This is an optimization exercise on Yosys and OpenROAD, whose aim is small area, not a production implementation. The RTL was checked by simulation tests, not by an equivalence proof against the original design. No run shown here takes its clock network from TritonCTS; it comes from the design's own scripts or RTL. The clock port is modelled as an ideal driver, which makes a skipped or thinned clock tree look cheaper than it is; a real chip needs a root buffer or a tree. Power figures rest on the tool's default switching activity, not on a simulated workload.

==> flow/design.v <==
`timescale 1ns/1ps
`default_nettype none
module top #(
  parameter integer CLK_FREQ_HZ            = 20_000,
  parameter         BUTTONS_ACTIVE_LOW      = 1,
  parameter         TESTMODE_ACTIVE_LOW     = 0,
  parameter         LED_ENABLE_ACTIVE_LOW    = 0,
  parameter integer DEBOUNCE_TIME_MS               = 5,
  parameter integer RUN_TIME_NORMAL_S         = 30,
  parameter integer RUN_TIME_TEST_S           = 3,
  parameter integer DIV_TIMER_TOGGLE       = CLK_FREQ_HZ/2,
  parameter integer DIV_LED_TOGGLE      = CLK_FREQ_HZ/2,
  parameter integer DIV_HEARTBEAT_TOGGLE       = CLK_FREQ_HZ/4
)(
  input  wire clk,
  input  wire rst,    
  input  wire I1, I2, I3, I4, I5,
  output reg  led,
  output reg  O1, O2, O3, O4, O5
);
  reg start_s0, start_s1, stop_s0, stop_s1, rst_s0, rst_s1;
  reg test_s0, test_s1, leden_s0_n, leden_s1_n;
  always @(posedge clk) begin
    start_s0   <= ~rst & ~I1;
    stop_s0    <= ~rst & ~I2;
    rst_s0     <= ~rst & ~I3;
    test_s0    <= I4;
    leden_s0_n <= rst | ~I5;
    start_s1   <= start_s0;
    stop_s1    <= stop_s0;
    rst_s1     <= rst_s0;
    test_s1    <= test_s0;
    leden_s1_n <= leden_s0_n;
  end
  wire test_lvl = test_s1, leden_lvl = ~leden_s1_n;
  reg [6:0] db_st, db_sp, db_rs;
  reg st_state, sp_state, rs_state;
  wire st_lvl = start_s1, sp_lvl = stop_s1, rs_lvl = rst_s1;
  wire st_term = (~db_st[0] & db_st[1] & ~db_st[2] & db_st[3] & db_st[5]);
  wire sp_term = (~db_sp[0] & db_sp[1] & ~db_sp[2] & db_sp[3] & db_sp[5]);
  wire rs_term = (~db_rs[0] & db_rs[1] & ~db_rs[2] & db_rs[3] & db_rs[5]);
  always @(posedge clk) begin
    db_st <= (rst | (st_lvl == st_state) | st_term) ? 7'h0 : {~db_st[5:0], db_st[6] ^ db_st[0]};
    db_sp <= (rst | (sp_lvl == sp_state) | sp_term) ? 7'h0 : {~db_sp[5:0], db_sp[6] ^ db_sp[0]};
    db_rs <= (rst | (rs_lvl == rs_state) | rs_term) ? 7'h0 : {~db_rs[5:0], db_rs[6] ^ db_rs[0]};
    st_state <= ~rst & (st_term ? st_lvl : st_state);
    sp_state <= ~rst & (sp_term ? sp_lvl : sp_state);
    rs_state <= ~rst & (rs_term ? rs_lvl : rs_state);
  end
  wire st_press = st_term & st_lvl & ~st_state;
  wire sp_press = sp_term & sp_lvl & ~sp_state;
  wire rs_press = rs_term & rs_lvl & ~rs_state;
  reg on, go, sel;
  reg timeup, past;    
  reg [19:0] tcnt;
  wire on_nxt = ~rst & go;
  wire wrap = (~tcnt[1] & tcnt[2] & tcnt[3] & ~tcnt[4] & ~tcnt[5] & ~tcnt[6] & ~tcnt[7] & ~tcnt[9] & tcnt[10] & ~tcnt[11] & ~tcnt[13] & tcnt[14] & ~tcnt[15] & ~tcnt[16] & ~tcnt[17] & tcnt[18] & ~tcnt[19]) | (test_lvl & past);
  wire tclr = ~on | wrap;    
  always @(posedge clk) begin
    on  <= on_nxt;
    go  <= ~rst & ~rs_press & ~(sp_press & on_nxt) & (on_nxt | st_press);
    sel <= on & (sel ^ timeup);    
    tcnt <= tclr ? 20'hb65da : {~tcnt[18:0], tcnt[19] ^ tcnt[16]};
    timeup <= on & wrap;
    past <= ~tclr & (past | (tcnt[0] & ~tcnt[1] & ~tcnt[4] & tcnt[6] & tcnt[7] & ~tcnt[8] & tcnt[9] & tcnt[10] & ~tcnt[13] & ~tcnt[16] & tcnt[17] & tcnt[18]));
  end
  always @* begin
    O1 = on & ~sel;
    O2 = on & sel;
    O4 = on;
  end
  reg [13:0] div_o3, div_led;
  reg [12:0] div_o5;
  wire o3_term  = (div_o3[0] & div_o3[2] & div_o3[4] & div_o3[6] & div_o3[8] & ~div_o3[9] & div_o3[10] & ~div_o3[11] & div_o3[12] & ~div_o3[13]);
  wire led_term = (div_led[0] & div_led[2] & div_led[4] & div_led[6] & div_led[8] & ~div_led[9] & div_led[10] & ~div_led[11] & div_led[12] & ~div_led[13]);
  wire o5_term  = (div_o5[0] & ~div_o5[1] & div_o5[4] & ~div_o5[5] & div_o5[6] & div_o5[7] & div_o5[8] & ~div_o5[9] & div_o5[10]);
  always @(posedge clk) begin
    div_o3  <= (~on | o3_term) ? 14'hf50 : {~div_o3[12:0], div_o3[13] ^ div_o3[12]};
    O3      <= ~rst & on & (O3 ^ o3_term);
    div_led <= (rst | ~leden_lvl | led_term) ? 14'hf50 : {~div_led[12:0], div_led[13] ^ div_led[12]};
    led     <= ~rst & leden_lvl & (led ^ led_term);
    div_o5  <= (rst | o5_term) ? 13'h1848 : {~div_o5[11:0], div_o5[12] ^ div_o5[3]};
    O5      <= ~rst & (O5 ^ o5_term);
  end
endmodule
`default_nettype wire
==> flow/flow/pre_cts.tcl <==
# Sourced by ORFS's cts.tcl just before clock_tree_synthesis (PRE_CTS_TCL).
# Builds a one-level clock tree by hand (the clock port drives CTS_M_K clock
# buffers, each driving one cluster of registers) and turns the following
# clock_tree_synthesis call into setting the clock as propagated.
source [file join [file dirname [info script]] manual_cts.tcl]
my_manual_cts $::env(CTS_M_K) $::env(CTS_M_CELL) $::env(CTS_M_ROOT)
rename clock_tree_synthesis my_orig_clock_tree_synthesis
proc clock_tree_synthesis {args} {
  puts "clock_tree_synthesis replaced by the manual clock tree"
  set_propagated_clock [all_clocks]
}
==> flow/flow/run.sh <==
#!/bin/bash
# The standard layout (standard.sh) with three changes:
#  - ABC's final mapping pass uses flow/abc.script, an area-oriented script
#    (synthesis is otherwise the standard one, so the registers are the same);
#  - the port buffers are buf_1 cells;
#  - the clock tree is built by flow/pre_cts.tcl: the clock port drives 4
#    buf_12 cells, each driving one cluster of registers.
# Each tool's output is in ORFS's logs under orfs/logs; make's output is in flow_make.log.
set -euo pipefail
here=$(pwd)
extra=()
cp -r "$FLOW_HOME/scripts" "$here/scripts"
cp "$here/flow/abc.script" "$here/scripts/abc_speed.script"
extra+=("SCRIPTS_DIR=$here/scripts")
export PRE_CTS_TCL="$here/flow/pre_cts.tcl" CTS_M_K=4 CTS_M_CELL=sky130_fd_sc_hd__buf_12 CTS_M_ROOT=
bash standard.sh "${extra[@]}" \
  "BUFFER_PORTS_ARGS=-buffer_cell sky130_fd_sc_hd__buf_1" \
  finish > flow_make.log 2>&1
==> flow/constraint.sdc <==
create_clock -name core_clock -period 10.0 [get_ports {clk}]
set_input_delay 2.0000 -clock core_clock [delete_from_list [all_inputs] [get_ports {clk}]]
set_output_delay 2.0000 -clock core_clock [all_outputs]
set_load 0.01 [all_outputs]
==> flow/config.mk <==
export PLATFORM = sky130hd
export DESIGN_NAME = top
export DESIGN_NICKNAME = top
export VERILOG_FILES = /design/flow/design.v
export SDC_FILE = /design/flow/constraint.sdc
export NUM_CORES = 4
export LEC_CHECK = 0
export CAP_MARGIN = 20
export CORE_MARGIN = 2
export CORE_UTILIZATION = 60
export SLEW_MARGIN = 20
==> flow/flow/manual_cts.tcl <==
# Manual one-level clock tree: the clock port drives K clock buffers, each drives
# the clock pins of one cluster of registers (k-means on register locations).
proc my_manual_cts {K master_name {root_name ""}} {
  set db [ord::get_db]
  set block [ord::get_db_block]
  set master [$db findMaster $master_name]
  set clknet [$block findNet clk]
  set sinks {}
  foreach it [$clknet getITerms] {
    set inst [$it getInst]
    lassign [$inst getLocation] x y
    set w [[$inst getMaster] getWidth]; set h [[$inst getMaster] getHeight]
    lappend sinks [list $it [expr {$x + $w/2.0}] [expr {$y + $h/2.0}]]
  }
  set n [llength $sinks]
  # k-means init: spread by sorted x then y
  set srt [lsort -real -index 1 $sinks]
  set cents {}
  for {set k 0} {$k < $K} {incr k} {
    set s [lindex $srt [expr {int(($k + 0.5) * $n / $K)}]]
    lappend cents [list [lindex $s 1] [lindex $s 2]]
  }
  for {set iter 0} {$iter < 50} {incr iter} {
    set assign {}
    foreach s $sinks {
      set best 0; set bd 1e30
      for {set k 0} {$k < $K} {incr k} {
        lassign [lindex $cents $k] cx cy
        set d [expr {abs([lindex $s 1]-$cx) + abs([lindex $s 2]-$cy)}]
        if {$d < $bd} {set bd $d; set best $k}
      }
      lappend assign $best
    }
    set nc {}
    for {set k 0} {$k < $K} {incr k} {
      set sx 0; set sy 0; set c 0
      foreach s $sinks a $assign { if {$a == $k} { set sx [expr {$sx + [lindex $s 1]}]; set sy [expr {$sy + [lindex $s 2]}]; incr c } }
      if {$c > 0} { lappend nc [list [expr {$sx/$c}] [expr {$sy/$c}]] } else { lappend nc [lindex $cents $k] }
    }
    set cents $nc
  }
  set drvnet $clknet
  if {$root_name != ""} {
    set rmaster [$db findMaster $root_name]
    set rinst [odb::dbInst_create $block $rmaster "clkbuf_m_root"]
    set rnet [odb::dbNet_create $block "clk_m_root"]
    $rnet setSigType CLOCK
    set sx 0; set sy 0
    foreach c $cents { set sx [expr {$sx + [lindex $c 0]}]; set sy [expr {$sy + [lindex $c 1]}] }
    $rinst setLocation [expr {int($sx/$K)}] [expr {int($sy/$K)}]
    $rinst setPlacementStatus PLACED
    foreach mt [$rinst getITerms] {
      set nm [[$mt getMTerm] getName]
      if {$nm == "A"} { $mt connect $clknet } elseif {$nm == "X"} { $mt connect $rnet }
    }
    set drvnet $rnet
  }
  for {set k 0} {$k < $K} {incr k} {
    set inst [odb::dbInst_create $block $master "clkbuf_m_$k"]
    set net [odb::dbNet_create $block "clk_m_$k"]
    $net setSigType CLOCK
    lassign [lindex $cents $k] cx cy
    $inst setLocation [expr {int($cx) - [$master getWidth]/2}] [expr {int($cy)}]
    $inst setPlacementStatus PLACED
    foreach mt [$inst getITerms] {
      set nm [[$mt getMTerm] getName]
      if {$nm == "A"} { $mt connect $drvnet } elseif {$nm == "X"} { $mt connect $net }
    }
    set cnt 0
    foreach s $sinks a $assign { if {$a == $k} { set it [lindex $s 0]; $it disconnect; $it connect $net; incr cnt } }
    puts "manual cts: buffer $k at [lindex $cents $k] drives $cnt sinks"
  }
}
==> flow/standard.sh <==
#!/bin/bash
# synth_recipe.tcl (not shown) runs the flow's synth.tcl, then flattens the netlist and writes it again
# the make line also repeats each setting of config.mk as NAME=value (left out here)
make -C /OpenROAD-flow-scripts/flow DESIGN_CONFIG=/design/flow/config.mk WORK_HOME=/design/flow/orfs CLKGATE_MAP_FILE= SYNTH_SCRIPT=/design/flow/synth_recipe.tcl "${@:-finish}"
==> flow/flow/abc.script <==
strash
&get -n
&st
&syn2
&dch -f
&nf -a
&st
&dch -f
&nf -a
&put
topo
stime -c
==> implementation parameters, run 1 <==
Parameter                              Value

Outcome
  Outcome ... complete, no violations

Global routing
  Gr usage total ... 14.13%
  Pin count of the biggest net entering global routing ... 33
  Total grt overflow ... 0
  Number of antenna violations at the first check in global routing ... 0
  First-pass GRT wire length ... 6354 um
  Number of global-route vias before repair ... 1501

Setup path
  Critical Path RT ... 10010 ps
  Data arrival at the endpoint of the critical path ... 3090 ps
  Worst Path Class, Setup ... in2reg
  Critical Path Fanout Max ... 21
  Category of the worst setup path launch point ... input port
  Worst reg2reg setup slack ... 8330 ps
  Critical Path End Type ... flip-flop

Placed design
  Detail Placement HPWL ... 2664 um
  Number of placed cells counting well taps ... 328
  Placer Congestion ... 0.7249
  IO Port Bufs ... 12

Timing
  Slew at the pin closest to its max-slew limit ... 791.1 ps
  Number of max-slew violations in the final report ... 0
  Setup_tns ... 0 ps
  Maximum clock frequency ... 324.9 MHz
  Final min period ... 3078 ps
  Worst relative slew slack ... 47.26%
  Setup Skew ... 21.10 ps
  Unrepaired setup endpoints after global routing ... no
  Share of the cycle needed by the critical path after routing ... 30.78%
  Fin. Hold Viols ... 0
  Setup-violating endpoint count in the final report ... 0

Yosys
  Adder-cell share of the synthesized area ... 0%
  Top cell type's share of synthesized area ... 71.34%
  Cells after Synth ... 262
  Share of synthesized area spent on multiplexers ... 1.429%
  Compound-cell area share of the yosys netlist ... 2.381%
  Main synth FF type ... sky130_fd_sc_hd__dfxtp_1
  Number of enable flip-flop cells after synthesis ... 0
  Synthesis warning total ... 1
  Proportion of synthesized chip area in sequential cells ... 71.34%
  Most frequent cells after synthesis ... sky130_fd_sc_hd__dfxtp_1 (103), sky130_fd_sc_hd__nor2_1 (64), sky130_fd_sc_hd__nand2_1 (33)
  Synthesized net count ... 269
  Simple-Gate Fraction of Synth Area ... 21.69%
  Share of flip-flops with an asynchronous set or reset after synthesis ... 0%
  Flop and latch count out of synthesis ... 103
  Count of distinct cell types in the synthesized netlist ... 28
  Post-Synth XOR/XNOR Area ... 3.030%
  Cell type with the highest aggregate area in the netlist ... sky130_fd_sc_hd__dfxtp_1
  Synthesized area ... 2890 um^2
  Cell with the most instances after synthesis ... sky130_fd_sc_hd__dfxtp_1
  Mean area per synthesized cell ... 11.03 um^2
  Top post-synthesis cells by area ... sky130_fd_sc_hd__dfxtp_1 (71%), sky130_fd_sc_hd__nor2_1 (8.3%), sky130_fd_sc_hd__nand2_1 (4.3%)
  Dominant combinational cell family by area after synthesis ... simple AND/OR/NAND/NOR gates

Drt
  Routed WL per cell ... 11.42 um
  Number of optimization iterations in the first detailed-route pass ... 4
  Count of routing violations after the opening detailed-route iteration ... 57
  Final WL ... 3791 um
  Via-to-Cell Ratio ... 5.018
  ANT nets after route ... 0
  Via Count ... 1666
  DRC violations left ... 0

Min path
  Worst Hold Class ... reg2reg

Die
  Core Region ... 4692 um^2
  Number of placement rows ... 25
  Die boundary height ... 73.41 um
  Starting Density ... 61.60%
  Overall die width ... 73.41 um
  # IOs ... 13
  Full die area ... 5388 um^2

Pwr
  Gate power share ... 1.7%
  Internal portion of total power ... 0.4900 mW
  Clock network power share ... 26.7%
  Design Power ... 0.5931 mW
  Max VDD drop ... 0.1455 mV
  Sequential cell fraction of total power ... 71.6%
  Total net switching power ... 0.1032 mW
  Leakage power of the design ... 1.152 nW
  Switching portion of total power ... 17.39%
  Power density over cell area ... 192.4 nW/um^2

Clock network
  Cts repair resizes ... 0
  Source-to-sink clock delay at the later pin of the worst-skew pair ... 140 ps
  Hold buffer count at CTS ... 0
  Buffers inserted during post-CTS setup optimization ... 0
  Clock-pin transition on the worst setup and hold timing paths ... 80 ps

Final layout
  Area Growth Syn to Fin ... 6.667%
  Layout cells sized above 1 ... 1.439%
  Number of antenna repair diodes ... 0
  Number of fill cells in the layout ... 376
  Post-layout instance count excluding filler cells ... 332
  Number of nets in the final layout ... 287

Flow run
  Max-cap viol count ... 0
## worst max-delay path, cell delays in order
cell and delay, ps:
sky130_fd_sc_hd__buf_1 580, sky130_fd_sc_hd__nor2_1 160, sky130_fd_sc_hd__nand2b_1 260, sky130_fd_sc_hd__nor2_1 80
## path summary, 6_finish.rpt
kind              cells after the start          to      from
setup / recovery                      4  div_led[0]       rst
hold / removal                        0      rst_s1    rst_s0
setup reg to reg                      4     tcnt[0]  tcnt[17]
hold reg to reg                       0      rst_s1    rst_s0
## power groups by stage
stage | clock, mW | combinational [mW] | sequential (mW)
after detailed placement | 0 | 0.0105 | 0.434
after global routing | 0.176 | 0.0121 | 0.426
final | 0.158 | 0.0103 | 0.425
after CTS | 0.163 | 0.0105 | 0.425
after floorplan | 0 | 0.00727 | 0.433
after global placement | 0 | 0.0102 | 0.434
## state kept, by name, indices dropped and copies added (netlist names), 7 cells and up
| name | flops |
|---|---|
| div_led | 14 |
| db_sp | 7 |
| tcnt | 20 |
| div_o5 | 13 |
| div_o3 | 14 |
| db_rs | 7 |
| db_st | 7 |
## metrics by stage
step	area (um^2)	hold slack, ps	worst slack (ps)	util [%]
2_1_floorplan	2890	309.6	7268	-
3_3_place_gp	3003	310.3	6768	64.00
3_5_place_dp	3003	313.2	6752	64.00
4_1_cts	3083	333.0	6892	65.71
5_1_grt	3083	338.6	6715	65.71
6_report	3083	330.0	6922	65.71
## layout by cell type (no fill, tap or decap), types with 2 or more instances in the layout
master,n
sky130_fd_sc_hd__nand4b_1,3
sky130_fd_sc_hd__dfxtp_1,103
sky130_fd_sc_hd__nor4b_1,6
sky130_fd_sc_hd__nor4_1,2
sky130_fd_sc_hd__nand4_1,3
sky130_fd_sc_hd__nor3_1,2
sky130_fd_sc_hd__or3_1,3
sky130_fd_sc_hd__nand2_1,33
sky130_fd_sc_hd__and2_0,2
sky130_fd_sc_hd__nor2b_1,5
sky130_fd_sc_hd__buf_12,4
sky130_fd_sc_hd__xnor2_1,10
sky130_fd_sc_hd__nor4bb_1,2
sky130_fd_sc_hd__o21ai_0,3
sky130_fd_sc_hd__nand2b_1,3
sky130_fd_sc_hd__a21oi_1,3
sky130_fd_sc_hd__mux2i_1,3
sky130_fd_sc_hd__o21a_1,2
sky130_fd_sc_hd__nor2_1,64
sky130_fd_sc_hd__buf_1,12
## final cells by class
type                            instances  area [um^2]  area share [%]
Multi-Input combinational cell        158        824.5           26.75
Buffer                                  4        80.08           2.597
Sequential cell                       103         2062           66.88
Tap cell                               54        67.56           2.192
Inverter                                1        3.754          0.1218
Timing Repair Buffer                   12        45.04           1.461
## cell families after synthesis
family	count (synthesis)
and+or+nand+nor	133
muxes	4
xor gates and xnor gates	10
AOI/OAI and AO/OA	11
buffers and inverters	1
DFF	103
## layer usage
metal  up-vias  wire, um  global-route usage (%)
met5         -         0                       0
li1        893         -                       -
met3         5       108                  0.9602
met1       750      1903                   19.10
met4         0        60                   2.020
met2        18      1719                   25.53
==> inputs of run 2 (changes only) <==
==> flow/flow/abc.script (replaced) <==
strash
&get -n
&st
&syn2
&dch
&nf -a -R 1000
&st
&dch
&nf -a -R 1000
&put
topo
stime -c
==> run 2 against run 1 <==
Effect of this change:
- synthesized cell count up 0.76%
- largest cell class unchanged
- die area down 0.61%
- critical path type is now reg2out
- setup slack worse by 110 ps
- still clean on timing, DRC and antenna
- critical endpoint is now O1
- clock power about the same
==> implementation parameters, run 2 <==
Parameter                              Value

Outcome
  Outcome ... complete, no violations

Timing
  Hold Slack ... 329.1 ps
  Maximum clock frequency ... 314.0 MHz
  Setup_tns ... 0 ps
  Setup-violating endpoint count in the final report ... 0
  Final min period ... 3185 ps
  Unrepaired setup endpoints after global routing ... no
  Slew at the pin closest to its max-slew limit ... 843.6 ps
  Number of max-slew violations in the final report ... 0
  Setup Skew ... 17.55 ps
  Fin. Hold Viols ... 0
  Slack of the critical path ... 6815 ps
  Worst relative slew slack ... 43.76%
  Share of the cycle needed by the critical path after routing ... 31.85%

Setup path
  Stage delay of the slowest cell on the critical path ... 450 ps
  Worst Path Class, Setup ... reg2out
  Critical Path Fanout Max ... 8
  Worst-path cell chain ... clkinv_1, nor2_1, buf_1
  Data arrival at the endpoint of the critical path ... 1190 ps
  Category of the worst setup path launch point ... flip-flop
  Critical Path RT ... 8000 ps
  Critical Path End Type ... primary output
  Slowest library cell on the worst path ... sky130_fd_sc_hd__dfxtp_1

Clock network
  Cts repair resizes ... 0
  Hold buffer count at CTS ... 0
  Buffers inserted during post-CTS setup optimization ... 0
  Source-to-sink clock delay at the later pin of the worst-skew pair ... 140 ps
  Clock-pin transition on the worst setup and hold timing paths ... 90 ps

Placed design
  Number of placed cells counting well taps ... 330
  IO Port Bufs ... 12
  Placer Congestion ... 0.7395
  Detail Placement HPWL ... 2597 um
  Worst setup slack after placement ... 6693 ps

Final layout
  Area used by sequential logic in the layout ... 2062 um^2
  Number of fill cells in the layout ... 386
  Layout cells sized above 1 ... 1.429%
  Largest registers ... tcnt x20, div_led x14, div_o3 x14
  Post-layout instance count excluding filler cells ... 334
  Number of antenna repair diodes ... 0
  Most frequent cells in the layout ... sky130_fd_sc_hd__dfxtp_1 (103), sky130_fd_sc_hd__nor2_1 (69), sky130_fd_sc_hd__nand2_1 (32), sky130_fd_sc_hd__buf_1 (12), sky130_fd_sc_hd__xnor2_1 (9)
  Most common cell after layout, fill and taps aside ... sky130_fd_sc_hd__dfxtp_1
  Flip-flop count of the largest register, all copies and words added ... 20
  Register ranked first by flip-flop count ... tcnt
  Area taken by multi-input logic gates ... 802.0 um^2
  Area Growth Syn to Fin ... 6.710%
  Number of nets in the final layout ... 289

Drt
  Via-to-Cell Ratio ... 5.060
  Via Count ... 1690
  Routed WL per cell ... 11.40 um
  DRC violations left ... 0
  Number of optimization iterations in the first detailed-route pass ... 6
  Count of routing violations after the opening detailed-route iteration ... 65
  ANT nets after route ... 0
  Final WL ... 3806 um

Yosys
  Synthesis warning total ... 1
  Count of distinct cell types in the synthesized netlist ... 28
  Share of synthesized area spent on multiplexers ... 0.3922%
  Adder-cell share of the synthesized area ... 0%
  Mean area per synthesized cell ... 10.88 um^2
  Simple-Gate Fraction of Synth Area ... 22.18%
  Dominant combinational cell family by area after synthesis ... simple AND/OR/NAND/NOR gates
  Top cell type's share of synthesized area ... 71.81%
  Share of flip-flops with an asynchronous set or reset after synthesis ... 0%
  Synthesized net count ... 271
  Cell with the most instances after synthesis ... sky130_fd_sc_hd__dfxtp_1
  Most frequent cells after synthesis ... sky130_fd_sc_hd__dfxtp_1 (103), sky130_fd_sc_hd__nor2_1 (69), sky130_fd_sc_hd__nand2_1 (32)
  Main synth FF type ... sky130_fd_sc_hd__dfxtp_1
  Number of enable flip-flop cells after synthesis ... 0
  Top post-synthesis cells by area ... sky130_fd_sc_hd__dfxtp_1 (72%), sky130_fd_sc_hd__nor2_1 (9.0%), sky130_fd_sc_hd__nand2_1 (4.2%)
  Compound-cell area share of the yosys netlist ... 2.614%
  Cells after Synth ... 264
  Flop and latch count out of synthesis ... 103
  Proportion of synthesized chip area in sequential cells ... 71.81%
  Synthesized area ... 2872 um^2
  Cell type with the highest aggregate area in the netlist ... sky130_fd_sc_hd__dfxtp_1
  Post-Synth XOR/XNOR Area ... 2.745%

Global routing
  Total grt overflow ... 0
  Gr usage total ... 14.26%
  First-pass GRT wire length ... 6382 um
  Number of global-route vias before repair ... 1468
  Number of antenna violations at the first check in global routing ... 0
  Pin count of the biggest net entering global routing ... 32

Die
  Number of placement rows ... 25
  Core Region ... 4661 um^2
  # IOs ... 13
  Starting Density ... 61.61%
  Overall die width ... 73.18 um
  Full die area ... 5355 um^2
  Die boundary height ... 73.18 um

Min path
  Worst Hold Class ... reg2reg

Pwr
  Power density over cell area ... 193.6 nW/um^2
  Total net switching power ... 0.1035 mW
  Switching portion of total power ... 17.44%
  Internal portion of total power ... 0.4898 mW
  Leakage power of the design ... 1.145 nW
  Max VDD drop ... 0.1465 mV
  Sequential cell fraction of total power ... 71.6%
  Clock network power share ... 26.7%
  Gate power share ... 1.7%

Flow run
  Max-cap viol count ... 0
[run 2: cell count changes after synthesis, sizes merged, moves of 2 or more]
cell / delta
nor2: +5
nor3: +4
mux2i: -3
a2111oi: +2
a21oi: -2
nand3: +2
nand4: -2
nor4bb: -2
o21ai: -2
[run 2: critical path: cells and delay by family (launching register included)]
| family | cells | cell delay [ps] |
|---|---|---|
| flops | 1 | 450 |
| buf+inv | 2 | 420 |
| simple gates | 1 | 180 |
[run 2: power groups by stage]
stage                     clock, mW  combinational (mW)  sequential, mW
after floorplan                   0             0.00711           0.433
after global placement            0             0.00999           0.434
after detailed placement          0              0.0104           0.434
after CTS                     0.162              0.0103           0.425
after global routing          0.178              0.0117           0.426
final                         0.158              0.0101           0.425
[run 2: worst paths after layout]
check                 end  cells after the start  slack (ps)      from
setup / recovery       O1                      3        6810        on
setup reg to reg  tcnt[9]                      5        8050  tcnt[17]
hold / removal     rst_s1                      0         330    rst_s0
hold reg to reg    rst_s1                      0         330    rst_s0
[run 2: kinds of logic (layout without fill, tap and decap cells)]
group,after synthesis,in the layout
xor+xnor,9,9
compound gates,10,10
buf+inv,2,18
simple gates,139,139
flops,103,103
mux,1,1
[run 2: cell type report]
cell class	instances	area share, %
plain buffers	4	2.613
inverters	2	0.2450
multi-input cells	159	26.17
flip-flops and latches	103	67.29
well taps	54	2.205
repair buffers	12	1.470
[run 2: metal layers]
metal | vias up | global-route usage, % | wire [um]
met5 | - | 0 | 0
met4 | 0 | 1.646 | 54
met3 | 5 | 1.657 | 128
met2 | 19 | 22.72 | 1550
met1 | 773 | 21.61 | 2073
li1 | 893 | - | -
[run 2: through the flow]
stage / area [um^2] / power (mW) / utilization [%]
floorplan: 2872 / 0.4400 / -
global placement: 2984 / 0.4441 / 64.03
detailed placement: 2984 / 0.4445 / 64.03
CTS: 3064 / 0.5975 / 65.75
global route: 3064 / 0.6152 / 65.75
finish: 3064 / 0.5933 / 65.75
==> inputs of run 3 (changes only) <==
==> flow/flow/abc.script (replaced) <==
strash
&get -n
&st
&dch
&nf -a -R 1000
&put
topo
stime -c
==> run 3 against run 2 <==
Effect of this change:
- first-iteration DRC count up 32%
- final cell count increased by 2.4%
- total power barely moved
- critical path depth unchanged
- wire length hardly changed
- combinational power about the same
- sequential power barely moved
- die area is 0.33% higher
- global-route usage rose by 0.25 points
- critical path type is now in2reg
- largest power group unchanged
==> implementation parameters, run 3 <==
Parameter                              Value

Global routing
  First-pass GRT wire length ... 6534 um
  Number of global-route vias before repair ... 1575
  Pin count of the biggest net entering global routing ... 29
  Number of antenna violations at the first check in global routing ... 0
  Total grt overflow ... 0
  Gr usage total ... 14.52%

Die
  Die boundary height ... 73.30 um
  # IOs ... 13
  Starting Density ... 61.41%
  Full die area ... 5373 um^2
  Overall die width ... 73.30 um
  Number of placement rows ... 25
  Core Region ... 4692 um^2

Final layout
  Largest registers ... tcnt x20, div_led x14, div_o3 x14
  Most common cell after layout, fill and taps aside ... sky130_fd_sc_hd__dfxtp_1
  Number of antenna repair diodes ... 0
  Flip-flop count of the largest register, all copies and words added ... 20
  Number of fill cells in the layout ... 376
  Area Growth Syn to Fin ... 6.687%
  Register ranked first by flip-flop count ... tcnt
  Most frequent cells in the layout ... sky130_fd_sc_hd__dfxtp_1 (103), sky130_fd_sc_hd__nor2_1 (65), sky130_fd_sc_hd__nand2_1 (42), sky130_fd_sc_hd__buf_1 (12), sky130_fd_sc_hd__xnor2_1 (10)
  Number of nets in the final layout ... 297
  Layout cells sized above 1 ... 1.389%
  Area taken by multi-input logic gates ... 808.3 um^2
  Area used by sequential logic in the layout ... 2062 um^2
  Layout Cell Area excl Fill ... 3074 um^2

Clock network
  Buffers inserted during post-CTS setup optimization ... 0
  Clock-pin transition on the worst setup and hold timing paths ... 100 ps
  Cts repair resizes ... 0
  Hold buffer count at CTS ... 0
  Source-to-sink clock delay at the later pin of the worst-skew pair ... 130 ps

Drt
  Count of routing violations after the opening detailed-route iteration ... 86
  Final WL ... 3807 um
  Number of optimization iterations in the first detailed-route pass ... 4
  DRC violations left ... 0
  Via Count ... 1715
  Top metal layer carrying routed signals ... met4
  Routed WL per cell ... 11.13 um
  Via-to-Cell Ratio ... 5.015
  Total met2 wirelength after detailed routing ... 1656 um
  ANT nets after route ... 0
  Met3 WL post-DR ... 77 um
  Routed metal-1 wirelength ... 1999 um

Setup path
  Critical Path Fanout Max ... 22
  Category of the worst setup path launch point ... input port
  Critical Path End Type ... flip-flop
  Worst-path cell chain ... buf_1, nor3_1, nand2_1
  Slowest library cell on the worst path ... sky130_fd_sc_hd__nor3_1
  Reg2Reg Depth ... 11
  Stage delay of the slowest cell on the critical path ... 630 ps
  Data arrival at the endpoint of the critical path ... 3090 ps
  Worst reg2reg startpoint ... tcnt[1]
  Worst Path Class, Setup ... in2reg
  Critical Path RT ... 10000 ps
  Reg2reg end ... tcnt[0]
  Worst reg2reg setup slack ... 7440 ps

Timing
  Maximum clock frequency ... 323.2 MHz
  Setup_tns ... 0 ps
  Share of the cycle needed by the critical path after routing ... 30.94%
  Final min period ... 3094 ps
  Fin. Hold Viols ... 0
  Unrepaired setup endpoints after global routing ... no
  Slew at the pin closest to its max-slew limit ... 863.2 ps
  Number of max-slew violations in the final report ... 0
  Worst relative slew slack ... 42.45%
  Setup Skew ... 15.59 ps
  Setup-violating endpoint count in the final report ... 0

Placed design
  Placer Congestion ... 0.7272
  Detail Placement HPWL ... 2687 um
  IO Port Bufs ... 12
  Post-detailed-placement cell area ... 2994 um^2

Yosys
  Share of flip-flops with an asynchronous set or reset after synthesis ... 0%
  Proportion of synthesized chip area in sequential cells ... 71.56%
  Post-Synth XOR/XNOR Area ... 3.343%
  Flop and latch count out of synthesis ... 103
  Adder-cell share of the synthesized area ... 0%
  Cell type with the highest aggregate area in the netlist ... sky130_fd_sc_hd__dfxtp_1
  Dominant combinational cell family by area after synthesis ... simple AND/OR/NAND/NOR gates
  Cell with the most instances after synthesis ... sky130_fd_sc_hd__dfxtp_1
  Most frequent cells after synthesis ... sky130_fd_sc_hd__dfxtp_1 (103), sky130_fd_sc_hd__nor2_1 (65), sky130_fd_sc_hd__nand2_1 (42)
  Synthesized net count ... 279
  Mean area per synthesized cell ... 10.59 um^2
  Synthesized area ... 2882 um^2
  Top post-synthesis cells by area ... sky130_fd_sc_hd__dfxtp_1 (72%), sky130_fd_sc_hd__nor2_1 (8.5%), sky130_fd_sc_hd__nand2_1 (5.5%)
  Main synth FF type ... sky130_fd_sc_hd__dfxtp_1
  Synthesis warning total ... 1
  Top cell type's share of synthesized area ... 71.56%
  Simple-Gate Fraction of Synth Area ... 22.15%
  Cells after Synth ... 272
  Count of distinct cell types in the synthesized netlist ... 28
  Number of enable flip-flop cells after synthesis ... 0
  Share of synthesized area spent on multiplexers ... 0.3908%
  Compound-cell area share of the yosys netlist ... 2.171%

Min path
  Worst Hold Class ... reg2reg
  Endpoint, Worst Hold ... start_s1
  Worst Hold Launch ... start_s0
  Hold Path Stages ... 0

Pwr
  Leakage power of the design ... 1.140 nW
  Design Power ... 0.5938 mW
  Power density over cell area ... 193.2 nW/um^2
  Max VDD drop ... 0.1357 mV

Outcome
  Outcome ... complete, no violations

Flow run
  Max-cap viol count ... 0
run 3: metal layers:
layer  vias to the layer above  track usage (%)
met3                         5           0.9602
met1                       784            20.41
met5                         -                0
li1                        908                -
met2                        18            25.43
met4                         0            2.020
run 3: layout make-up:
| type | count | share of cell area, % |
|---|---|---|
| flip-flops and latches | 103 | 67.07 |
| multi-input cells | 166 | 26.29 |
| plain buffers | 4 | 2.605 |
| well taps | 54 | 2.198 |
| repair buffers | 12 | 1.465 |
| inverters | 3 | 0.3663 |
run 3: cell families after synthesis:
kind of cell | Yosys count
buffers and inverters | 3
AOI/OAI and AO/OA | 11
and+or+nand+nor | 143
DFF | 103
xor gates and xnor gates | 11
muxes | 1
run 3: worst max-delay path: cells and delay by family:
kind | cells | cell delay, ps
buf+inv | 1 | 350
simple gates | 2 | 730
run 3: how the worst max path moves through the flow:
stage	start	endpoint	slack [ps]	cells after the start
2_1_floorplan	on	O1	7230	2
3_3_place_gp	rst	div_led[0]	6770	3
3_5_place_dp	rst	div_led[9]	6720	3
4_1_cts	rst	div_led[10]	6880	3
5_1_grt	rst	div_led[10]	6760	3
6_report	rst	div_led[10]	6910	3
run 3: where the power goes:
| group | total (mW) | switching (mW) | internal (mW) | leakage [nW] |
|---|---|---|---|---|
| Clock | 0.159 | 0.0940 | 0.0652 | 0.0376 |
| Sequential | 0.425 | 0.00458 | 0.420 | 0.841 |
| Combinational | 0.00996 | 0.00563 | 0.00433 | 0.261 |
run 3: per-stage QoR:
stage,hold WS (ps),setup slack (ps),util (%),instances
2_1_floorplan,309.6,7235,-,272
3_3_place_gp,309.8,6766,63.81,338
6_report,314.8,6906,65.52,342
3_5_place_dp,314.7,6720,63.81,338
4_1_cts,321.1,6879,65.52,342
5_1_grt,323.4,6763,65.52,342
==> inputs of run 4 (changes only) <==
==> flow/flow/abc.script (replaced) <==
strash
&get -n
&st
&syn2
&dch
&nf -a
&st
&dch
&nf -a
&put
topo
stime -c
==> run 4 against run 3 <==
Effect of this change:
- register-to-register slack better by 950 ps
- critical path depth stayed put
- wire length is 0.60% higher
- via count is 0.52% lower
- fmax is 2.8% lower
- clock power hardly changed
- clock skew is 1.6 ps lower
- sequential cell count stayed put
- worst hold slack better by 18 ps
- critical endpoint is now O1
- largest power group unchanged
- highest routed layer unchanged
==> implementation parameters, run 4 <==
Parameter                              Value

Die
  Full die area ... 5379 um^2
  Core Region ... 4692 um^2
  Number of placement rows ... 25
  # IOs ... 13
  Die boundary height ... 73.35 um
  Starting Density ... 61.49%
  Overall die width ... 73.35 um

Timing
  Final min period ... 3185 ps
  Fin. Hold Viols ... 0
  Maximum clock frequency ... 314.0 MHz
  Setup_tns ... 0 ps
  Slew at the pin closest to its max-slew limit ... 841.8 ps
  Worst relative slew slack ... 43.88%
  Setup-violating endpoint count in the final report ... 0
  Share of the cycle needed by the critical path after routing ... 31.85%
  Slack of the critical path ... 6815 ps
  Hold Slack ... 332.6 ps
  Unrepaired setup endpoints after global routing ... no
  Number of max-slew violations in the final report ... 0
  Setup Skew ... 13.98 ps

Yosys
  Share of flip-flops with an asynchronous set or reset after synthesis ... 0%
  Top post-synthesis cells by area ... sky130_fd_sc_hd__dfxtp_1 (71%), sky130_fd_sc_hd__nor2_1 (8.6%), sky130_fd_sc_hd__nand2_1 (4.3%)
  Count of distinct cell types in the synthesized netlist ... 29
  Synthesis warning total ... 1
  Synthesized net count ... 271
  Mean area per synthesized cell ... 10.93 um^2
  Flop and latch count out of synthesis ... 103
  Proportion of synthesized chip area in sequential cells ... 71.47%
  Cell with the most instances after synthesis ... sky130_fd_sc_hd__dfxtp_1
  Number of enable flip-flop cells after synthesis ... 0
  Main synth FF type ... sky130_fd_sc_hd__dfxtp_1
  Most frequent cells after synthesis ... sky130_fd_sc_hd__dfxtp_1 (103), sky130_fd_sc_hd__nor2_1 (66), sky130_fd_sc_hd__nand2_1 (33)
  Top cell type's share of synthesized area ... 71.47%
  Synthesized area ... 2885 um^2
  Cells after Synth ... 264
  Cell type with the highest aggregate area in the netlist ... sky130_fd_sc_hd__dfxtp_1

Pwr
  Leakage power of the design ... 1.151 nW
  Switching portion of total power ... 17.24%
  Clock network power share ... 26.5%
  Max VDD drop ... 0.1728 mV
  Design Power ... 0.5920 mW
  Gate power share ... 1.7%
  Power density over cell area ... 192.3 nW/um^2
  Total net switching power ... 0.1021 mW
  Sequential cell fraction of total power ... 71.8%
  Internal portion of total power ... 0.4899 mW

Drt
  Count of routing violations after the opening detailed-route iteration ... 57
  Via Count ... 1706
  Routed WL per cell ... 11.47 um
  DRC violations left ... 0
  ANT nets after route ... 0
  Number of optimization iterations in the first detailed-route pass ... 4
  Via-to-Cell Ratio ... 5.108
  Final WL ... 3830 um

Final layout
  Most frequent cells in the layout ... sky130_fd_sc_hd__dfxtp_1 (103), sky130_fd_sc_hd__nor2_1 (66), sky130_fd_sc_hd__nand2_1 (33), sky130_fd_sc_hd__buf_1 (12), sky130_fd_sc_hd__xnor2_1 (10)
  Largest registers ... tcnt x20, div_led x14, div_o3 x14
  Post-layout instance count excluding filler cells ... 334
  Flip-flop count of the largest register, all copies and words added ... 20
  Layout cells sized above 1 ... 1.429%
  Area used by sequential logic in the layout ... 2062 um^2
  Final core utilization ... 65.60%
  Layout Cell Area excl Fill ... 3078 um^2
  Number of fill cells in the layout ... 388
  Number of antenna repair diodes ... 0
  Register ranked first by flip-flop count ... tcnt
  Most common cell after layout, fill and taps aside ... sky130_fd_sc_hd__dfxtp_1
  Area taken by multi-input logic gates ... 815.8 um^2
  Area Growth Syn to Fin ... 6.678%
  Number of nets in the final layout ... 289

Setup path
  Critical Path End Type ... primary output
  Combined buffer and inverter count along the critical path ... 2
  Reg2reg end ... tcnt[12]
  Worst reg2reg startpoint ... tcnt[17]
  Stage delay of the slowest cell on the critical path ... 480 ps
  Data arrival at the endpoint of the critical path ... 1180 ps
  Critical Path Fanout Max ... 8
  Slowest library cell on the worst path ... sky130_fd_sc_hd__dfxtp_1
  Worst-path cell chain ... clkinv_1, nor2_1, buf_1
  Family of cells with the greatest summed delay on the critical path ... flip-flops
  Reg2Reg Depth ... 4
  Critical Path RT ... 8000 ps
  Worst Path Class, Setup ... reg2out
  Worst reg2reg setup slack ... 8390 ps
  Category of the worst setup path launch point ... flip-flop

Clock network
  Cts repair resizes ... 0
  Source-to-sink clock delay at the later pin of the worst-skew pair ... 130 ps
  Hold buffer count at CTS ... 0
  Clock-pin transition on the worst setup and hold timing paths ... 90 ps
  Buffers inserted during post-CTS setup optimization ... 0

Placed design
  Post-detailed-placement cell area ... 2998 um^2
  Placer Congestion ... 0.7631
  Worst setup slack after placement ... 6755 ps
  IO Port Bufs ... 12
  Number of placed cells counting well taps ... 330
  Detail Placement HPWL ... 2682 um

Min path
  Worst Hold Launch ... stop_s0
  Worst Hold Class ... reg2reg
  Hold Path Stages ... 0
  Endpoint, Worst Hold ... stop_s1

Global routing
  Total grt overflow ... 0
  Number of global-route vias before repair ... 1614
  Pin count of the biggest net entering global routing ... 29
  Gr usage total ... 14.87%
  Number of antenna violations at the first check in global routing ... 0
  First-pass GRT wire length ... 6713 um

Flow run
  Max-cap viol count ... 0

Outcome
  Outcome ... complete, no violations
-- run 4: changes by cell type after synthesis, sizes merged, moves of 2 or more --
cell / before / now
o21ai: 3 / 1
nand4: 0 / 3
nand4b: 2 / 4
nor4b: 4 / 6
nor2b: 1 / 5
nand2: 42 / 33
nand3: 4 / 1
a21oi: 5 / 1
nor3: 7 / 5
-- run 4: routing by layer --
metal / vias to the layer above / share of wire, % / GRT usage [%]
li1: 897 / - / -
met1: 783 / 52 / 20.76
met2: 20 / 43 / 26.03
met3: 6 / 2.8 / 1.097
met4: 0 / 1.9 / 2.222
met5: - / 0 / 0
-- run 4: power groups by stage --
stage          clock, mW  combinational, mW  sequential [mW]
2_1_floorplan          0            0.00711            0.433
3_3_place_gp           0             0.0101            0.434
3_5_place_dp           0             0.0104            0.434
4_1_cts            0.164             0.0104            0.425
5_1_grt            0.176             0.0121            0.426
6_report           0.157             0.0101            0.425
-- run 4: cell type report --
type / count / area share (%)
flip-flops and latches: 103 / 66.99
multi-input cells: 159 / 26.50
repair buffers: 12 / 1.463
well taps: 54 / 2.195
inverters: 2 / 0.2439
plain buffers: 4 / 2.602
-- run 4: kinds of logic (layout without fill, tap and decap cells) --
kind of cell    Yosys count  after routing  share of synthesized area, %
flops                   103            103                         71.47
simple gates            138            138                         22.33
mux                       1              1                        0.3903
buf+inv                   2             18                        0.2603
compound gates           10             10                         2.515
xor+xnor                 10             10                         3.035
-- run 4: worst register-to-register path: cells and delay by family, from the launching register on --
kind	cells	cell delay, ps
AND/OR/NAND/NOR	3	630
AO/OA/AOI/OAI	1	500
flip-flops	1	340
-- run 4: worst max path at each step --
stage / end / slack [ps] / cells after the start / startpoint
2_1_floorplan: O1 / 7150 / 2 / on
3_3_place_gp: div_o5[0] / 6770 / 3 / rst
3_5_place_dp: div_led[6] / 6750 / 3 / rst
4_1_cts: O1 / 6770 / 3 / on
5_1_grt: O1 / 6710 / 3 / on
6_report: O1 / 6820 / 3 / on
==> inputs of run 5 (changes only) <==
--- a/flow/flow/run.sh
+++ b/flow/flow/run.sh
@@ -2,3 +2,3 @@
 # The standard layout (standard.sh) with three changes:
-#  - ABC's final mapping pass uses flow/abc.script, an area-oriented script
+#  - ABC's final mapping pass uses flow/abc.script, an area-oriented script with the delay target relaxed
 #    (synthesis is otherwise the standard one, so the registers are the same);
==> flow/flow/abc.script (replaced) <==
strash
&get -n
&st
&syn2
&dch
&nf -a -R 1000
&st
&dch
&nf -a -R 1000
&put
topo
stime -c
==> run 5 against run 4 <==
Effect of this change:
- largest power group unchanged
- sequential share of layout area is 0.30 points higher
- largest cell class unchanged
- sequential power hardly changed
- still clean on timing, DRC and antenna
- first-iteration DRC count is 14% higher
- critical path type unchanged
- register-to-register slack worse by 340 ps
- setup slack hardly changed
- fmax hardly changed
- via count is 0.94% lower
- cell area is 0.45% lower
==> implementation parameters, run 5 <==
Parameter                              Value

Outcome
  Outcome ... complete, no violations

Yosys
  Synthesis warning total ... 1
  Share of synthesized area spent on multiplexers ... 0.3922%
  Top cell type's share of synthesized area ... 71.81%
  Dominant combinational cell family by area after synthesis ... simple AND/OR/NAND/NOR gates
  Synthesized area ... 2872 um^2
  Proportion of synthesized chip area in sequential cells ... 71.81%
  Cell type with the highest aggregate area in the netlist ... sky130_fd_sc_hd__dfxtp_1
  Cell with the most instances after synthesis ... sky130_fd_sc_hd__dfxtp_1
  Main synth FF type ... sky130_fd_sc_hd__dfxtp_1
  Share of flip-flops with an asynchronous set or reset after synthesis ... 0%
  Cells after Synth ... 264
  Top post-synthesis cells by area ... sky130_fd_sc_hd__dfxtp_1 (72%), sky130_fd_sc_hd__nor2_1 (9.0%), sky130_fd_sc_hd__nand2_1 (4.2%)
  Number of enable flip-flop cells after synthesis ... 0
  Post-Synth XOR/XNOR Area ... 2.745%
  Compound-cell area share of the yosys netlist ... 2.614%
  Simple-Gate Fraction of Synth Area ... 22.18%
  Flop and latch count out of synthesis ... 103
  Mean area per synthesized cell ... 10.88 um^2
  Count of distinct cell types in the synthesized netlist ... 28
  Synthesized net count ... 271
  Adder-cell share of the synthesized area ... 0%
  Most frequent cells after synthesis ... sky130_fd_sc_hd__dfxtp_1 (103), sky130_fd_sc_hd__nor2_1 (69), sky130_fd_sc_hd__nand2_1 (32)

Final layout
  Layout cells sized above 1 ... 1.429%
  Largest registers ... tcnt x20, div_led x14, div_o3 x14
  Most frequent cells in the layout ... sky130_fd_sc_hd__dfxtp_1 (103), sky130_fd_sc_hd__nor2_1 (69), sky130_fd_sc_hd__nand2_1 (32), sky130_fd_sc_hd__buf_1 (12), sky130_fd_sc_hd__xnor2_1 (9)
  Final core utilization ... 65.75%
  Layout Cell Area excl Fill ... 3064 um^2
  Post-layout instance count excluding filler cells ... 334
  Number of nets in the final layout ... 289
  Number of antenna repair diodes ... 0
  Area Growth Syn to Fin ... 6.710%
  Register ranked first by flip-flop count ... tcnt
  Number of fill cells in the layout ... 386
  Flip-flop count of the largest register, all copies and words added ... 20
  Most common cell after layout, fill and taps aside ... sky130_fd_sc_hd__dfxtp_1

Drt
  Via-to-Cell Ratio ... 5.060
  Final WL ... 3806 um
  Number of optimization iterations in the first detailed-route pass ... 6
  Count of routing violations after the opening detailed-route iteration ... 65
  Routed WL per cell ... 11.40 um
  Via Count ... 1690
  ANT nets after route ... 0
  DRC violations left ... 0

Timing
  Worst relative slew slack ... 43.76%
  Unrepaired setup endpoints after global routing ... no
  Final min period ... 3185 ps
  Setup_tns ... 0 ps
  Setup Skew ... 17.55 ps
  Share of the cycle needed by the critical path after routing ... 31.85%
  Number of max-slew violations in the final report ... 0
  Slack of the critical path ... 6815 ps
  Fin. Hold Viols ... 0
  Hold Slack ... 329.1 ps
  Slew at the pin closest to its max-slew limit ... 843.6 ps
  Maximum clock frequency ... 314.0 MHz
  Setup-violating endpoint count in the final report ... 0

Flow run
  Max-cap viol count ... 0

Clock network
  Source-to-sink clock delay at the later pin of the worst-skew pair ... 140 ps
  Clock-pin transition on the worst setup and hold timing paths ... 90 ps
  Hold buffer count at CTS ... 0
  Cts repair resizes ... 0
  Buffers inserted during post-CTS setup optimization ... 0

Die
  Full die area ... 5355 um^2
  # IOs ... 13
  Overall die width ... 73.18 um
  Number of placement rows ... 25
  Core Region ... 4661 um^2
  Starting Density ... 61.61%
  Die boundary height ... 73.18 um

Setup path
  Number of stages on the worst setup path ... 3
  Reg2Reg Depth ... 5
  Data arrival at the endpoint of the critical path ... 1190 ps
  Critical Path End Type ... primary output
  Critical Path Fanout Max ... 8
  Worst reg2reg startpoint ... tcnt[17]
  Category of the worst setup path launch point ... flip-flop
  Worst reg2reg setup slack ... 8050 ps
  Stage delay of the slowest cell on the critical path ... 450 ps
  Worst Path Class, Setup ... reg2out
  Family of cells with the greatest summed delay on the critical path ... flip-flops
  Launch point of the worst path ... on
  Last element of the critical path ... O1
  Combined buffer and inverter count along the critical path ... 2
  Slowest library cell on the worst path ... sky130_fd_sc_hd__dfxtp_1
  Critical Path RT ... 8000 ps
  Reg2reg end ... tcnt[9]
  Worst-path cell chain ... clkinv_1, nor2_1, buf_1

Global routing
  Number of global-route vias before repair ... 1468
  Gr usage total ... 14.26%
  Total grt overflow ... 0
  Number of antenna violations at the first check in global routing ... 0
  Pin count of the biggest net entering global routing ... 32
  First-pass GRT wire length ... 6382 um

Placed design
  Number of placed cells counting well taps ... 330
  Placer Congestion ... 0.7395
  Post-detailed-placement cell area ... 2984 um^2
  Detail Placement HPWL ... 2597 um
  IO Port Bufs ... 12
  Worst setup slack after placement ... 6693 ps

Pwr
  Leakage power of the design ... 1.145 nW
  Max VDD drop ... 0.1465 mV
  Design Power ... 0.5933 mW
  Power density over cell area ... 193.6 nW/um^2

Min path
  Worst Hold Class ... reg2reg
run 5: kinds of logic (layout without fill, tap and decap cells):
kind of cell           Yosys count  count (layout)
AO/OA/AOI/OAI                   10              10
XOR/XNOR                         9               9
buffers and inverters            2              18
flip-flops                     103             103
multiplexers                     1               1
AND/OR/NAND/NOR                139             139
run 5: power by group:
part	total [mW]	internal, mW	switching (mW)
Combinational	0.0101	0.00448	0.00566
Sequential	0.425	0.420	0.00472
Clock	0.158	0.0652	0.0931
Total	0.593	0.490	0.103
run 5: area by class of cell:
type | instances | area (um^2) | area share, %
timing repair buffer | 12 | 45.04 | 1.470
buffer | 4 | 80.08 | 2.613
multi-input combinational | 159 | 802.0 | 26.17
inverter | 2 | 7.507 | 0.2450
sequential | 103 | 2062 | 67.29
tap | 54 | 67.56 | 2.205
run 5: metal layers:
metal	vias to the layer above	wire [um]	GRT usage, %
li1	893	-	-
met1	773	2073	21.61
met2	19	1550	22.72
met3	5	128	1.657
met4	0	54	1.646
met5	-	0	0
run 5: worst min path at each step:
stage	from	endpoint	slack, ps	depth (start not counted)
2_1_floorplan	leden_s0_n	leden_s1_n	310	0
3_3_place_gp	stop_s0	stop_s1	310	0
3_5_place_dp	test_s0	test_s1	310	0
4_1_cts	test_s0	test_s1	330	0
5_1_grt	rst_s0	rst_s1	340	0
6_report	rst_s0	rst_s1	330	0
==> inputs of run 6 (changes only) <==
--- a/flow/design.v
+++ b/flow/design.v
@@ -61,3 +61,3 @@
     go  <= ~rst & ~rs_press & ~(sp_press & on_nxt) & (on_nxt | st_press);
-    sel <= on & (sel ^ timeup);    
+    sel <= on_nxt & on & (sel ^ timeup);    
     tcnt <= tclr ? 20'hb65da : {~tcnt[18:0], tcnt[19] ^ tcnt[16]};
@@ -68,3 +68,3 @@
     O1 = on & ~sel;
-    O2 = on & sel;
+    O2 = sel;
     O4 = on;
==> run 6 against run 5 <==
Effect of this change:
- clock power is essentially flat
- cell area is essentially flat
- first-iteration DRC count shrank 6.2%
- highest routed layer unchanged
==> implementation parameters, run 6 <==
Parameter                              Value

Outcome
  Outcome ... complete, no violations

Pwr
  Max VDD drop ... 0.1398 mV
  Leakage power of the design ... 1.155 nW
  Power density over cell area ... 193.2 nW/um^2
  Design Power ... 0.5917 mW

Timing
  Share of the cycle needed by the critical path after routing ... 31.43%
  Maximum clock frequency ... 318.2 MHz
  Final min period ... 3143 ps
  Setup Skew ... 12.92 ps
  Setup-violating endpoint count in the final report ... 0
  Worst relative slew slack ... 42.58%
  Hold Slack ... 330.8 ps
  Fin. Hold Viols ... 0
  Unrepaired setup endpoints after global routing ... no
  Number of max-slew violations in the final report ... 0
  Setup_tns ... 0 ps
  Slew at the pin closest to its max-slew limit ... 861.3 ps

Clock network
  Clock-pin transition on the worst setup and hold timing paths ... 90 ps
  Buffers inserted during post-CTS setup optimization ... 0
  Hold buffer count at CTS ... 0
  Cts repair resizes ... 0
  Source-to-sink clock delay at the later pin of the worst-skew pair ... 130 ps

Yosys
  Cells after Synth ... 265
  Proportion of synthesized chip area in sequential cells ... 71.84%
  Count of distinct cell types in the synthesized netlist ... 29
  Most frequent cells after synthesis ... sky130_fd_sc_hd__dfxtp_1 (103), sky130_fd_sc_hd__nor2_1 (69), sky130_fd_sc_hd__nand2_1 (32)
  Top post-synthesis cells by area ... sky130_fd_sc_hd__dfxtp_1 (72%), sky130_fd_sc_hd__nor2_1 (9.0%), sky130_fd_sc_hd__nand2_1 (4.2%)
  Synthesized area ... 2870 um^2
  Number of enable flip-flop cells after synthesis ... 0
  Top cell type's share of synthesized area ... 71.84%
  Mean area per synthesized cell ... 10.83 um^2
  Share of flip-flops with an asynchronous set or reset after synthesis ... 0%
  Cell with the most instances after synthesis ... sky130_fd_sc_hd__dfxtp_1
  Synthesis warning total ... 1
  Flop and latch count out of synthesis ... 103
  Cell type with the highest aggregate area in the netlist ... sky130_fd_sc_hd__dfxtp_1
  Synthesized net count ... 272
  Main synth FF type ... sky130_fd_sc_hd__dfxtp_1

Drt
  Number of optimization iterations in the first detailed-route pass ... 4
  Via Count ... 1681
  DRC violations left ... 0
  Routed WL per cell ... 11.41 um
  ANT nets after route ... 0
  Via-to-Cell Ratio ... 5.018
  Count of routing violations after the opening detailed-route iteration ... 61
  Final WL ... 3822 um

Die
  Full die area ... 5353 um^2
  Number of placement rows ... 25
  # IOs ... 13
  Overall die width ... 73.17 um
  Die boundary height ... 73.17 um
  Starting Density ... 61.58%
  Core Region ... 4661 um^2

Flow run
  Max-cap viol count ... 0

Global routing
  Gr usage total ... 14.78%
  Number of antenna violations at the first check in global routing ... 0
  Number of global-route vias before repair ... 1578
  Total grt overflow ... 0
  First-pass GRT wire length ... 6610 um
  Pin count of the biggest net entering global routing ... 31

Final layout
  Most frequent cells in the layout ... sky130_fd_sc_hd__dfxtp_1 (103), sky130_fd_sc_hd__nor2_1 (69), sky130_fd_sc_hd__nand2_1 (32), sky130_fd_sc_hd__buf_1 (12), sky130_fd_sc_hd__xnor2_1 (9)
  Register ranked first by flip-flop count ... tcnt
  Flip-flop count of the largest register, all copies and words added ... 20
  Most common cell after layout, fill and taps aside ... sky130_fd_sc_hd__dfxtp_1
  Number of nets in the final layout ... 290
  Number of antenna repair diodes ... 0
  Final core utilization ... 65.72%
  Number of fill cells in the layout ... 376
  Largest registers ... tcnt x20, div_led x14, div_o3 x14
  Layout cells sized above 1 ... 1.423%
  Area Growth Syn to Fin ... 6.713%

Placed design
  Placer Congestion ... 0.7691
  Detail Placement HPWL ... 2641 um
  IO Port Bufs ... 12

Setup path
  Category of the worst setup path launch point ... input port
  Worst Path Class, Setup ... in2reg
  Critical Path RT ... 10000 ps
  Data arrival at the endpoint of the critical path ... 3140 ps
  Critical Path Fanout Max ... 22
  Critical Path End Type ... flip-flop

Min path
  Worst Hold Class ... reg2reg
[run 6: logic make-up (layout without fill, tap and decap cells)]
family,Yosys count,after routing,synth area share [%]
AO/OA/AOI/OAI,11,11,2.660
XOR/XNOR,10,10,3.052
buffers and inverters,2,18,0.2616
flip-flops,103,103,71.84
AND/OR/NAND/NOR,139,139,22.19
[run 6: final cells by class]
cell class	instances	area (um^2)	share of cell area, %
Sequential cell	103	2062	67.32
Inverter	2	7.507	0.2451
Tap cell	54	67.56	2.206
Multi-Input combinational cell	160	800.8	26.14
Timing Repair Buffer	12	45.04	1.471
Buffer	4	80.08	2.614
[run 6: final timing paths]
check	to	slack [ps]	startpoint	cells past startpoint
setup / recovery	db_rs[0]	6860	rst	4
hold / removal	rst_s1	330	rst_s0	0
setup reg to reg	past	8040	tcnt[17]	5
hold reg to reg	rst_s1	330	rst_s0	0
[run 6: routing by layer]
| layer | part of all wire [%] | wire length, um | track usage, % |
|---|---|---|---|
| met1 | 53 | 2041 | 21.43 |
| met2 | 42 | 1607 | 23.92 |
| met3 | 3.1 | 119 | 1.657 |
| met4 | 1.4 | 53 | 3.292 |
| met5 | 0 | 0 | 0 |
[run 6: critical path, stage by stage]
cell and delay (ps):
sky130_fd_sc_hd__buf_1 630, sky130_fd_sc_hd__nor2_1 100, sky130_fd_sc_hd__o21ai_0 300, sky130_fd_sc_hd__nor2_1 100
[run 6: metrics by stage]
step                area [um^2]  cells  setup slack [ps]
floorplan                  2870    265              7177
global placement           2983    331              6732
detailed placement         2983    331              6698
CTS                        3063    335              6825
global route               3063    335              6612
finish                     3063    335              6857
[run 6: power by group]
| part | internal [mW] | switching, mW |
|---|---|---|
| sequential | 0.420 | 0.00463 |
| clock | 0.0651 | 0.0916 |
| combinational | 0.00448 | 0.00571 |
==> inputs of run 7 (changes only) <==
--- a/flow/design.v
+++ b/flow/design.v
@@ -56,3 +56,3 @@
   wire on_nxt = ~rst & go;
-  wire wrap = (~tcnt[1] & tcnt[2] & tcnt[3] & ~tcnt[4] & ~tcnt[5] & ~tcnt[6] & ~tcnt[7] & ~tcnt[9] & tcnt[10] & ~tcnt[11] & ~tcnt[13] & tcnt[14] & ~tcnt[15] & ~tcnt[16] & ~tcnt[17] & tcnt[18] & ~tcnt[19]) | (test_lvl & past);
+  wire wrap = (~tcnt[0] & tcnt[1] & ~tcnt[3] & tcnt[4] & tcnt[5] & tcnt[6] & tcnt[7] & ~tcnt[8] & tcnt[9] & ~tcnt[10] & ~tcnt[12] & ~tcnt[13] & tcnt[14] & ~tcnt[15] & ~tcnt[16] & ~tcnt[17] & ~tcnt[18] & ~tcnt[19]) | (test_lvl & past);
   wire tclr = ~on | wrap;    
@@ -62,5 +62,5 @@
     sel <= on_nxt & on & (sel ^ timeup);    
-    tcnt <= tclr ? 20'hb65da : {~tcnt[18:0], tcnt[19] ^ tcnt[16]};
+    tcnt <= tclr ? 20'h0 : {~tcnt[18:0], tcnt[19] ^ tcnt[16]};
     timeup <= on & wrap;
-    past <= ~tclr & (past | (tcnt[0] & ~tcnt[1] & ~tcnt[4] & tcnt[6] & tcnt[7] & ~tcnt[8] & tcnt[9] & tcnt[10] & ~tcnt[13] & ~tcnt[16] & tcnt[17] & tcnt[18]));
+    past <= ~tclr & (past | (~tcnt[0] & tcnt[2] & ~tcnt[4] & ~tcnt[6] & tcnt[9] & ~tcnt[12] & tcnt[13] & ~tcnt[14] & ~tcnt[15] & ~tcnt[16] & tcnt[17] & ~tcnt[18] & ~tcnt[19]));
   end
@@ -73,11 +73,11 @@
   reg [12:0] div_o5;
-  wire o3_term  = (div_o3[0] & div_o3[2] & div_o3[4] & div_o3[6] & div_o3[8] & ~div_o3[9] & div_o3[10] & ~div_o3[11] & div_o3[12] & ~div_o3[13]);
-  wire led_term = (div_led[0] & div_led[2] & div_led[4] & div_led[6] & div_led[8] & ~div_led[9] & div_led[10] & ~div_led[11] & div_led[12] & ~div_led[13]);
-  wire o5_term  = (div_o5[0] & ~div_o5[1] & div_o5[4] & ~div_o5[5] & div_o5[6] & div_o5[7] & div_o5[8] & ~div_o5[9] & div_o5[10]);
+  wire o3_term  = (div_o3[1] & div_o3[2] & ~div_o3[3] & ~div_o3[4] & ~div_o3[5] & div_o3[7] & div_o3[8] & div_o3[9] & div_o3[10] & ~div_o3[11] & div_o3[12] & div_o3[13]);
+  wire led_term = (div_led[1] & div_led[2] & ~div_led[3] & ~div_led[4] & ~div_led[5] & div_led[7] & div_led[8] & div_led[9] & div_led[10] & ~div_led[11] & div_led[12] & div_led[13]);
+  wire o5_term  = (div_o5[1] & div_o5[2] & div_o5[3] & div_o5[4] & div_o5[5] & div_o5[7] & ~div_o5[8] & div_o5[9] & div_o5[10] & ~div_o5[11]);
   always @(posedge clk) begin
-    div_o3  <= (~on | o3_term) ? 14'hf50 : {~div_o3[12:0], div_o3[13] ^ div_o3[12]};
+    div_o3  <= (~on | o3_term) ? 14'h0 : {~div_o3[12:0], div_o3[13] ^ div_o3[12]};
     O3      <= ~rst & on & (O3 ^ o3_term);
-    div_led <= (rst | ~leden_lvl | led_term) ? 14'hf50 : {~div_led[12:0], div_led[13] ^ div_led[12]};
+    div_led <= (rst | ~leden_lvl | led_term) ? 14'h0 : {~div_led[12:0], div_led[13] ^ div_led[12]};
     led     <= ~rst & leden_lvl & (led ^ led_term);
-    div_o5  <= (rst | o5_term) ? 13'h1848 : {~div_o5[11:0], div_o5[12] ^ div_o5[3]};
+    div_o5  <= (rst | o5_term) ? 13'h0 : {~div_o5[11:0], div_o5[12] ^ div_o5[2]};
     O5      <= ~rst & (O5 ^ o5_term);
==> run 7 against run 6 <==
Effect of this change:
- area after synthesis decreased by 0.13%
- global-route usage about the same
- final cell count is 0.30% lower
- via count decreased by 2.9%
- clock power hardly changed
- cell area is 0.12% lower
==> implementation parameters, run 7 <==
Parameter                              Value

Timing
  Maximum clock frequency ... 306.7 MHz
  Hold Slack ... 321.4 ps
  Setup Skew ... 9.497 ps
  Number of max-slew violations in the final report ... 0
  Fin. Hold Viols ... 0
  Unrepaired setup endpoints after global routing ... no
  Final min period ... 3260 ps
  Setup-violating endpoint count in the final report ... 0
  Share of the cycle needed by the critical path after routing ... 32.60%
  Slack of the critical path ... 6740 ps
  Worst relative slew slack ... 43.09%
  Setup_tns ... 0 ps
  Slew at the pin closest to its max-slew limit ... 853.6 ps

Final layout
  Most common cell after layout, fill and taps aside ... sky130_fd_sc_hd__dfxtp_1
  Number of nets in the final layout ... 289
  Register ranked first by flip-flop count ... tcnt
  Largest registers ... tcnt x20, div_led x14, div_o3 x14
  Number of antenna repair diodes ... 0
  Number of fill cells in the layout ... 372
  Area Growth Syn to Fin ... 6.722%
  Layout cells sized above 1 ... 1.429%
  Flip-flop count of the largest register, all copies and words added ... 20
  Most frequent cells in the layout ... sky130_fd_sc_hd__dfxtp_1 (103), sky130_fd_sc_hd__nor2_1 (92), sky130_fd_sc_hd__buf_1 (12), sky130_fd_sc_hd__nand2_1 (10), sky130_fd_sc_hd__xnor2_1 (9)

Yosys
  Most frequent cells after synthesis ... sky130_fd_sc_hd__dfxtp_1 (103), sky130_fd_sc_hd__nor2_1 (92), sky130_fd_sc_hd__nand2_1 (10)
  Synthesis warning total ... 1
  Adder-cell share of the synthesized area ... 0%
  Share of flip-flops with an asynchronous set or reset after synthesis ... 0%
  Simple-Gate Fraction of Synth Area ... 22.52%
  Count of distinct cell types in the synthesized netlist ... 25
  Cells after Synth ... 264
  Top cell type's share of synthesized area ... 71.93%
  Compound-cell area share of the yosys netlist ... 1.615%
  Proportion of synthesized chip area in sequential cells ... 71.93%
  Top post-synthesis cells by area ... sky130_fd_sc_hd__dfxtp_1 (72%), sky130_fd_sc_hd__nor2_1 (12%), sky130_fd_sc_hd__xnor2_1 (2.7%)
  Main synth FF type ... sky130_fd_sc_hd__dfxtp_1
  Dominant combinational cell family by area after synthesis ... simple AND/OR/NAND/NOR gates
  Synthesized net count ... 271
  Flop and latch count out of synthesis ... 103
  Cell with the most instances after synthesis ... sky130_fd_sc_hd__dfxtp_1
  Share of synthesized area spent on multiplexers ... 0%
  Number of enable flip-flop cells after synthesis ... 0
  Cell type with the highest aggregate area in the netlist ... sky130_fd_sc_hd__dfxtp_1
  Synthesized area ... 2866 um^2
  Post-Synth XOR/XNOR Area ... 3.667%
  Mean area per synthesized cell ... 10.86 um^2

Placed design
  Worst setup slack after placement ... 6533 ps
  IO Port Bufs ... 12
  Placer Congestion ... 0.7376
  Detail Placement HPWL ... 2553 um

Pwr
  Leakage power of the design ... 1.286 nW
  Power density over cell area ... 194.8 nW/um^2
  Max VDD drop ... 0.1684 mV
  Design Power ... 0.5959 mW

Drt
  Via-to-Cell Ratio ... 4.889
  Via Count ... 1633
  Number of optimization iterations in the first detailed-route pass ... 4
  ANT nets after route ... 0
  Routed WL per cell ... 11.19 um
  Final WL ... 3739 um
  DRC violations left ... 0
  Count of routing violations after the opening detailed-route iteration ... 39

Die
  Number of placement rows ... 25
  Core Region ... 4661 um^2
  Full die area ... 5347 um^2
  Starting Density ... 61.50%
  Die boundary height ... 73.12 um
  Overall die width ... 73.12 um
  # IOs ... 13

Flow run
  Max-cap viol count ... 0

Setup path
  Category of the worst setup path launch point ... input port
  Cell mode on critical path ... sky130_fd_sc_hd__nor2_1
  Critical Path End Type ... flip-flop
  Worst-path cell chain ... buf_1, nor2_1, nand2b_1, nor2_1
  Slowest library cell on the worst path ... sky130_fd_sc_hd__buf_1
  Critical Path RT ... 10010 ps
  Data arrival at the endpoint of the critical path ... 3280 ps
  Critical Path Fanout Max ... 22
  Worst Path Class, Setup ... in2reg
  Stage delay of the slowest cell on the critical path ... 620 ps
  Reg2Reg Depth ... 5

Clock network
  Cts repair resizes ... 0
  Hold buffer count at CTS ... 0
  Source-to-sink clock delay at the later pin of the worst-skew pair ... 130 ps
  Buffers inserted during post-CTS setup optimization ... 0
  Clock-pin transition on the worst setup and hold timing paths ... 100 ps

Min path
  Hold Path Stages ... 0
  Worst Hold Class ... reg2reg

Global routing
  Pin count of the biggest net entering global routing ... 28
  Number of antenna violations at the first check in global routing ... 0
  Total grt overflow ... 0
  Number of global-route vias before repair ... 1549
  First-pass GRT wire length ... 6589 um
  Gr usage total ... 14.75%

Outcome
  Outcome ... complete, no violations
## run 7: worst paths after layout
path	from	end	slack, ps
worst max-delay path	rst	div_led[0]	6740
worst min-delay path	leden_s0_n	leden_s1_n	320
worst max register to register	tcnt[16]	tcnt[11]	7810
worst min register to register	leden_s0_n	leden_s1_n	320
## run 7: stage by stage
step	cell area, um^2	instances	utilization [%]
2_1_floorplan	2867	264	-
3_3_place_gp	2979	330	63.92
3_5_place_dp	2979	330	63.92
4_1_cts	3059	334	65.64
5_1_grt	3059	334	65.64
6_report	3059	334	65.64
## run 7: worst max-delay path, delay by kind of cell
kind / cells / cell delay, ps
buf+inv: 1 / 620
simple gates: 3 / 640
## run 7: metal layers
layer / track usage (%) / vias to the layer above / wire length (um)
li1: - / 885 / -
met1: 22.51 / 728 / 2100
met2: 23.22 / 14 / 1456
met3: 1.243 / 6 / 110
met4: 2.675 / 0 / 72
met5: 0 / - / 0
## run 7: cell families (layout without fill, tap and decap cells)
| group | count (synthesis) | count (layout) |
|---|---|---|
| simple gates | 140 | 140 |
| buf+inv | 2 | 18 |
| xor+xnor | 12 | 12 |
| flops | 103 | 103 |
| compound gates | 7 | 7 |
## run 7: report_power, final
part / leakage (nW) / total, mW / internal (mW) / switching, mW
logic: 0.407 / 0.0106 / 0.00461 / 0.00600
registers: 0.841 / 0.427 / 0.422 / 0.00551
clock network: 0.0376 / 0.158 / 0.0652 / 0.0928
## run 7: final cells by class
class / count / area (um^2) / area share [%]
well taps: 54 / 67.56 / 2.209
plain buffers: 4 / 80.08 / 2.618
multi-input cells: 159 / 797.0 / 26.05
flip-flops and latches: 103 / 2062 / 67.40
repair buffers: 12 / 45.04 / 1.472
inverters: 2 / 7.507 / 0.2454

Re-timed with assumed drivers on the ports (clkbuf_16 on the clock, buf_2 on other inputs), run 7 has 6.791 ns of setup slack against 6.740 ns with ideal ports, and 6.588 ns once port delays also move by the mid clock arrival of 0.203 ns.
